Context: an optimization exercise on an open-source flow, tuned for small area and a short achievable clock period. The choices shown serve that exercise and are no tape-out recipe. Function was checked by simulation only, so behaviour that the tests miss may differ from the original. Power is estimated from default activity; no workload was simulated.

// mult_unit
module mult_unit (
    input  logic        clock,
    input  logic        reset,
    input  logic        start,
    input  logic [31:0] rs1,
    input  logic [31:0] rs2,
    input  logic [2:0]  func,
    input  logic [5:0]  dest_tag_in,
    input  logic        cdb_taken,
    input  logic        branch_mispredict,
    output logic [5:0]  dest_tag_out,
    output logic [31:0] result,
    output logic        done,
    output logic        full
);
Size: about 3,500 cells after synthesis, about 120 I/O pins, about 0.034 mm^2 of cells after synthesis.
clock: 9.5 ns
lec_check: 0
abc_area: 1
cap_margin: 20
core_margin: 2
core_utilization: 40
cts_buf_list: sky130_fd_sc_hd__clkbuf_4 sky130_fd_sc_hd__clkbuf_8
place_density: 0.65
setup_slack_margin: 5
slew_margin: 20
tns_end_percent: 0
standard.sh (not shown) runs the stock make flow with config.mk's settings and CLKGATE_MAP_FILE= SYNTH_SCRIPT=/design/flow/synth_recipe.tcl, a recipe that flattens the netlist after the stock synthesis.
==> flow/flow/run.sh <==
#!/bin/bash
# The standard layout, with the port buffers made of sky130_fd_sc_hd__buf_2
# cells (every input and output port still gets its own buffer).
set -euo pipefail
export BUFFER_PORTS_ARGS="-buffer_cell sky130_fd_sc_hd__buf_2"
bash standard.sh > standard.log 2>&1
Rerun with:
Settings changed: CORE_UTILIZATION 40 to 45, PLACE_DENSITY 0.65 to 0.6.
After rerunning:
- sequential share of layout area hardly moves
- worst hold slack improved by 0.0031 ns
- maximum frequency grows by a few percent
- final area hardly moves
- synthesized area does not change
- via count grows slightly
- total power grows slightly
- global-route usage grows by 3.9 points
- clock skew hardly moves
Rerun with:
==> flow/run.sh (new file) <==
#!/bin/bash
# synth_recipe.tcl (not shown) runs the flow's synth.tcl, then flattens the netlist and writes it again
# the make line also repeats each setting of config.mk as NAME=value (left out here)
make -C /OpenROAD-flow-scripts/flow DESIGN_CONFIG=/design/flow/config.mk WORK_HOME=/design/flow/orfs CLKGATE_MAP_FILE= SYNTH_SCRIPT=/design/flow/synth_recipe.tcl finish
Settings changed: CORE_UTILIZATION 45 to 40, SLEW_MARGIN 20 to 60.
removed: flow/flow/run.sh
removed: flow/standard.sh
After rerunning: Fmax increases by 1.3%; power increases by 1.1%; worst hold slack is about the same; setup slack improved by 0.057 ns.
Rerun with:
==> flow/flow/run.sh (new file) <==
#!/bin/bash
# The standard layout, with the port buffers made of sky130_fd_sc_hd__buf_2
# cells (every input and output port still gets its own buffer).
set -euo pipefail
export BUFFER_PORTS_ARGS="-buffer_cell sky130_fd_sc_hd__buf_2"
bash standard.sh > standard.log 2>&1
==> flow/standard.sh (new file) <==
#!/bin/bash
# synth_recipe.tcl (not shown) runs the flow's synth.tcl, then flattens the netlist and writes it again
# the make line also repeats each setting of config.mk as NAME=value (left out here)
make -C /OpenROAD-flow-scripts/flow DESIGN_CONFIG=/design/flow/config.mk WORK_HOME=/design/flow/orfs CLKGATE_MAP_FILE= SYNTH_SCRIPT=/design/flow/synth_recipe.tcl "${@:-finish}"
Settings changed: SLEW_MARGIN 60 to 20.
removed: flow/run.sh
Critical path depth went down by 5.
Clock power grows by about 6%.
Register-to-register slack degrades by 0.05 ns.
Non-clock buffer count decreases by 36.
Worst setup slack gets worse by 0.054 ns.
Hold slack stays flat.
Synthesized cell count is unchanged.
Global-route usage came out higher by 0.68 points.
Fmax decreases by 1.2%.

---

== build 67 ==
mult_unit again, from the RTL that the note above started with.
## mult_unit
module mult_unit (
    input  logic        clock,
    input  logic        reset,
    input  logic        start,
    input  logic [31:0] rs1,
    input  logic [31:0] rs2,
    input  logic [2:0]  func,
    input  logic [5:0]  dest_tag_in,
    input  logic        cdb_taken,
    input  logic        branch_mispredict,
    output logic [5:0]  dest_tag_out,
    output logic [31:0] result,
    output logic        done,
    output logic        full
);
==> flow/config.mk <==
export PLATFORM = sky130hd
export DESIGN_NAME = mult_unit
export DESIGN_NICKNAME = mult_unit
export VERILOG_FILES = /design/flow/design.v
export SDC_FILE = /design/flow/constraint.sdc
export NUM_CORES = 4
export LEC_CHECK = 0
export ABC_AREA = 1
export CAP_MARGIN = 20
export CORE_MARGIN = 2
export CORE_UTILIZATION = 40
export CTS_BUF_LIST = sky130_fd_sc_hd__clkbuf_4 sky130_fd_sc_hd__clkbuf_8
export PLACE_DENSITY = 0.6
export SETUP_SLACK_MARGIN = 5
export SLEW_MARGIN = 20
export TNS_END_PERCENT = 0
==> flow/constraint.sdc <==
create_clock -name core_clock -period 9.5 [get_ports {clock}]
set_input_delay 1.9000 -clock core_clock [delete_from_list [all_inputs] [get_ports {clock}]]
set_output_delay 1.9000 -clock core_clock [all_outputs]
set_load 0.01 [all_outputs]
run.sh (not shown) runs the stock make flow with config.mk's settings and CLKGATE_MAP_FILE= SYNTH_SCRIPT=/design/flow/synth_recipe.tcl, a recipe that flattens the netlist after the stock synthesis.
Stock flow here: none of the scripts above is used.
Build 67: no failed stages, no open violations at the end
## Diff of input files: build 38 against build 67
Settings: a deleted CTS_BUF_LIST that had been sky130_fd_sc_hd__clkbuf_4 sky130_fd_sc_hd__clkbuf_8.
### Flow results
The lower period utilization came out of build 67.
Comparing build 67 and build 38, the higher detailed route wirelength on metal3 was measured on build 67.
First-pass GRT wire length, build 67 and build 38: higher on build 67
Final routed wirelength across all metal layers: build 38 vs build 67 down about 0.4%
Compare build 67 and build 38 | share of power burned in the clock network higher: build 38
Fraction of final layout cells sized beyond drive strength 1 in build 38 is 0.91 points lower than in build 67
Of the two values seen for capturing instance or port of the critical path, u_mult.ub[32] was produced by build 67 and u_mult.ub[22] by build 38.
As far as fraction of the mapped netlist area in compound gates goes, build 67 and build 38 are indistinguishable; the numbers are identical.
#### Input delta (build 24 over build 38)
Settings: SETUP_SLACK_MARGIN: 5 -> unset; CTS_BUF_LIST: unset -> sky130_fd_sc_hd__clkbuf_4 sky130_fd_sc_hd__clkbuf_8.
==> flow/flow/run.sh (new file) <==
#!/bin/bash
# The standard layout, with two changes:
#  - the port buffers are sky130_fd_sc_hd__buf_2 cells (every input and
#    output port still gets its own buffer);
#  - timing repair aims at 5 ns of setup slack from clock tree synthesis on,
#    but not during floorplanning (no sizing before placement).
set -euo pipefail
export BUFFER_PORTS_ARGS="-buffer_cell sky130_fd_sc_hd__buf_2"
SETUP_SLACK_MARGIN=0 bash standard.sh floorplan > standard_floorplan.log 2>&1
SETUP_SLACK_MARGIN=5 bash standard.sh > standard_finish.log 2>&1
==> flow/standard.sh (new file) <==
#!/bin/bash
# synth_recipe.tcl (not shown) runs the flow's synth.tcl, then flattens the netlist and writes it again
# the make line also repeats each setting of config.mk as NAME=value (left out here)
make -C /OpenROAD-flow-scripts/flow DESIGN_CONFIG=/design/flow/config.mk WORK_HOME=/design/flow/orfs CLKGATE_MAP_FILE= SYNTH_SCRIPT=/design/flow/synth_recipe.tcl "${@:-finish}"
removed: flow/run.sh
[summary]
- | final worst-path setup slack | build 24 vs build 38 | better |
- Relative to build 38, logic depth of the worst path, buffers included increased by 4 in build 24.
- Looking at fraction of cell area in non-clock buffers, build 24 sits below build 38.
- Build 24 vs build 38: overall power down slightly
- Changes observed in build 24 relative to build 38: total via count after detailed routing shows no meaningful change; synthesized netlist net count flat; relative slew slack went up.
- Build 38 and build 24 ended up with nearly the same count of nets left with antenna violations after detail routing.

==> afterwards: timing with drivers on the ports <==
No port has a modelled driver above. Below, the same layouts with a new extraction and two added sets of constraints. Step 1 sets driving cells, clkbuf_16 on the clock port and buf_2 on the other inputs (assumed; they add their load-dependent delay and slew). Step 2, shift: input delay + t, output delay - t, t = (earliest + latest rising clock arrival at the registers) / 2. This alone moves slack from input paths to output paths. Three values: no drivers, after step 1, after step 2; two values: the first two.
run | shift t [ns] | slack for setup (ns) | worst hold slack (ns) | worst setup path at the end | worst register clock-pin slew, ns
the first run of note 1 | 0.727 | 4.640 / 4.640 / 4.640 | 0.407 / 0.407 / 0.407 | register to register | 0.07 / 0.07
the second run of note 1 | 0.758 | 4.909 / 4.909 / 4.909 | 0.410 / 0.410 / 0.410 | register to register | 0.08 / 0.08
the third run of note 1 | 0.734 | 4.966 / 4.966 / 4.934 | 0.410 / 0.410 / 0.410 | input to register | 0.07 / 0.07
the fourth run of note 1 | 0.731 | 4.912 / 4.912 / 4.912 | 0.410 / 0.410 / 0.410 | register to register | 0.08 / 0.08
build 67 | 0.722 | 4.943 / 4.921 / 4.840 | 0.383 / 0.383 / 0.383 | input to register | 0.07 / 0.07
build 38 | 0.647 | 4.833 / 4.833 / 4.819 | 0.411 / 0.411 / 0.411 | input to register | 0.07 / 0.07
build 24 | 0.726 | 4.925 / 4.925 / 4.925 | 0.415 / 0.415 / 0.415 | register to register | 0.07 / 0.07
After both steps every run listed still meets setup and hold. For build 67, which loses most, drivers alone change the setup slack by -0.022 ns; drivers and shift together by -0.103 ns.
